This is an optimization exercise on Yosys and OpenROAD, whose aim is small area, a short achievable clock period and few clock cycles per item, not a production implementation.
Where RTL was checked, it was by simulation tests only, not by an equivalence proof against the original.

==> try-tundra <==
// ysyx_041461_MUL
module ysyx_041461_MUL(
    input  wire   [0:0]  clk             ,
    input  wire   [0:0]  rst             ,
    input  wire   [0:0]  MUL_valid_in    ,
    input  wire   [1:0]  MUL_signed      ,
    input  wire   [63:0] MUL_multiplicand,
    input  wire   [63:0] MUL_multiplier  ,
    output wire   [0:0]  MUL_valid_out   ,
    output wire   [63:0] MUL_result_hi   ,
    output wire   [63:0] MUL_result_lo
);
Settings: LEC_CHECK=0, CAP_MARGIN=20, CELL_PAD_IN_SITES_DETAIL_PLACEMENT=1, CELL_PAD_IN_SITES_GLOBAL_PLACEMENT=2, CORE_MARGIN=2, CORE_UTILIZATION=40, CTS_CLUSTER_DIAMETER=100, CTS_CLUSTER_SIZE=25, SETUP_SLACK_MARGIN=5, SLEW_MARGIN=20, SYNTH_HIERARCHICAL=1; clock period 8.0 ns.
run.sh (not shown) runs the stock make flow with config.mk's settings and CLKGATE_MAP_FILE= SYNTH_SCRIPT=/design/flow/synth_recipe.tcl, a recipe that flattens the netlist after the stock synthesis.
==> try-xenon: changes against try-tundra <==
CORE_UTILIZATION = 30   (was 40)
==> notes.md <==
Status: try-xenon complete, no violations; try-tundra complete, no violations
Share of final-layout standard cells stronger than drive strength 1: try-xenon 0.137; try-tundra 0.134
Via count of the routed design: try-xenon 16,500; try-tundra 16,400
Fill cell count: try-xenon 8,084; try-tundra 5,923
Detailed-route wire length on metal 1: try-xenon 36,500 µm; try-tundra 34,900 µm
GRT met1 Usage: try-xenon 0.275; try-tundra 0.365
Critical path arrival: try-xenon 3510 ps; try-tundra 3540 ps
Sum of met2 wire segment lengths after detailed routing: try-xenon 41,800 µm; try-tundra 38,800 µm
Row count: try-xenon 101; try-tundra 87
Required time of the critical path: try-xenon 8500 ps; try-tundra 8510 ps
Final Worst Setup Slack: try-xenon 4990 ps; try-tundra 4970 ps
DP Wirelength: try-xenon 55,200 µm; try-tundra 50,900 µm
Final critical-path share of the clock period: try-xenon 0.376; try-tundra 0.379
Non-filler cells in the finished layout: try-xenon 3,158; try-tundra 2,915
Minimum clock period after layout: try-xenon 3010 ps; try-tundra 3030 ps
No run of this note included a check of the RTL's function; only the layout flow was run.

* * *

==> run G <==
Another version of the RTL of ysyx_041461_MUL (not shown whole).
Settings: LEC_CHECK=0, CAP_MARGIN=20, CELL_PAD_IN_SITES_DETAIL_PLACEMENT=1, CELL_PAD_IN_SITES_GLOBAL_PLACEMENT=2, CORE_MARGIN=2, CORE_UTILIZATION=30, CTS_CLUSTER_DIAMETER=100, CTS_CLUSTER_SIZE=30, SETUP_SLACK_MARGIN=5, SLEW_MARGIN=20, SYNTH_HIERARCHICAL=1; clock period 8.0 ns.
==> inputs of run P, as changes to run G <==
--- a/flow/design.v
+++ b/flow/design.v
@@ -71,37 +71,30 @@
 always @(posedge clk or posedge rst) begin
     if (rst) first_r2 <= {1{1'b1}};
     else     first_r2 <= idle & MUL_valid_in;
 end
 assign first[2] = first_r2;
 wire m01_in = ~MUL_signed[1] & MUL_signed[0];
 reg [64:0] X;
-reg        m01_r, ext_r, b0_r;
+reg        m01_r, ext_r;
 always @(posedge clk) begin
     X     <= {MUL_signed[1] & MUL_multiplicand[63], MUL_multiplicand};
     m01_r <= m01_in;
-    b0_r  <= MUL_multiplier[0] & ~m01_in;
     ext_r <= MUL_signed[1] & MUL_signed[0] & MUL_multiplier[63];
 end
 reg [63:0] Q;
 wire [7:0] chunk;
 always @(posedge clk) begin
-    Q <= {chunk, Q[63:8]};
+    if (idle) Q <= MUL_multiplier;
+    else      Q <= {chunk, Q[63:8]};
 end
 wire [8:0] win_in = {MUL_multiplier[8:1], 1'b0};
-wire [64:0] Bx = {MUL_signed[1] & MUL_signed[0] & MUL_multiplier[63], MUL_multiplier};
-wire [8:0] win    = ({9{idle}} & win_in) |
-                     ({9{ph[1]}} & Bx[16:8]) |
-                     ({9{ph[2]}} & Bx[24:16]) |
-                     ({9{ph[3]}} & Bx[32:24]) |
-                     ({9{ph[4]}} & Bx[40:32]) |
-                     ({9{ph[5]}} & Bx[48:40]) |
-                     ({9{ph[6]}} & Bx[56:48]) |
-                     ({9{ph[7]}} & Bx[64:56]);
-wire       mz     = m01_in;
+wire [8:0] win_q  = {ph[7] ? ext_r : Q[16], Q[15:8]};
+wire [8:0] win    = idle ? win_in : win_q;
+wire       mz     = idle ? m01_in : m01_r;
 wire [3:0] enc_neg, enc_one, enc_two;
 genvar e;
 generate for (e = 0; e < 4; e = e + 1) begin : enc
     assign enc_neg[e] = ~mz & win[2*e+2];
     assign enc_one[e] = ~mz & (win[2*e+1] ^ win[2*e]);
     assign enc_two[e] = ~mz & ((win[2*e+2] & ~win[2*e+1] & ~win[2*e]) |
                                (~win[2*e+2] & win[2*e+1] & win[2*e]));
@@ -387,15 +380,15 @@
 assign pp3[62] = ((Xs[62] & sel_one2[3]) | (X2[62] & sel_two2[3])) ^ sel_neg2[3];
 assign pp3[63] = ((Xs[63] & sel_one2[3]) | (X2[63] & sel_two2[3])) ^ sel_neg2[3];
 assign pp3[64] = ((Xs[64] & sel_one2[3]) | (X2[64] & sel_two2[3])) ^ sel_neg2[3];
 assign pp3[65] = ~((X[64] & (sel_one2[3] | sel_two2[3])) ^ sel_neg2[3]);
 wire [2:0] neg_in = sel_neg0[2:0];
 reg [75:0] S, C;
 reg        n3;
-wire       b0 = b0_r;
+wire       b0 = Q[0] & ~m01_r;
 wire       q0 = b0 & X[64];
 wire [66:0] b0row = {~q0, q0, q0, X[63:0] & {64{b0}}};
 wire [69:0] s_in, c_in;
 assign s_in[0] = S[8] & ~first[0];
 assign c_in[0] = first[0] ? 1'b0 : C[8];
 assign s_in[1] = S[9] & ~first[0];
 assign c_in[1] = first[0] ? 1'b0 : C[9];
Settings changed: CTS_CLUSTER_DIAMETER 100 to default, CTS_CLUSTER_SIZE 30 to default.
==> inputs of run D, as changes to run G <==
Settings changed: CTS_CLUSTER_DIAMETER 100 to default, CTS_CLUSTER_SIZE 30 to default.
==> summary of the runs <==
Run G finished with timing, DRC and antenna clean. Run D passed the timing, design-rule and antenna checks. Run P completed without violations.
Of run P and run D, run P has the higher synthesized area (gap about 3%, measured against run D).
Between run P and run G, the lower non-clock buffer count is in run G (gap 7).
The highest clock-buffer cell count belongs to run P, the lowest to run G.
In run D the flip-flop and latch count is lower than in run P, by 1.
Between run D and run P, the lower die area is in run D (gap about 2.8%, measured against run P).
Testbench counts of run P, summed over its fixed seeds: cycles 26,400, items 2,400.
No functional check of the RTL was part of run G and run D.
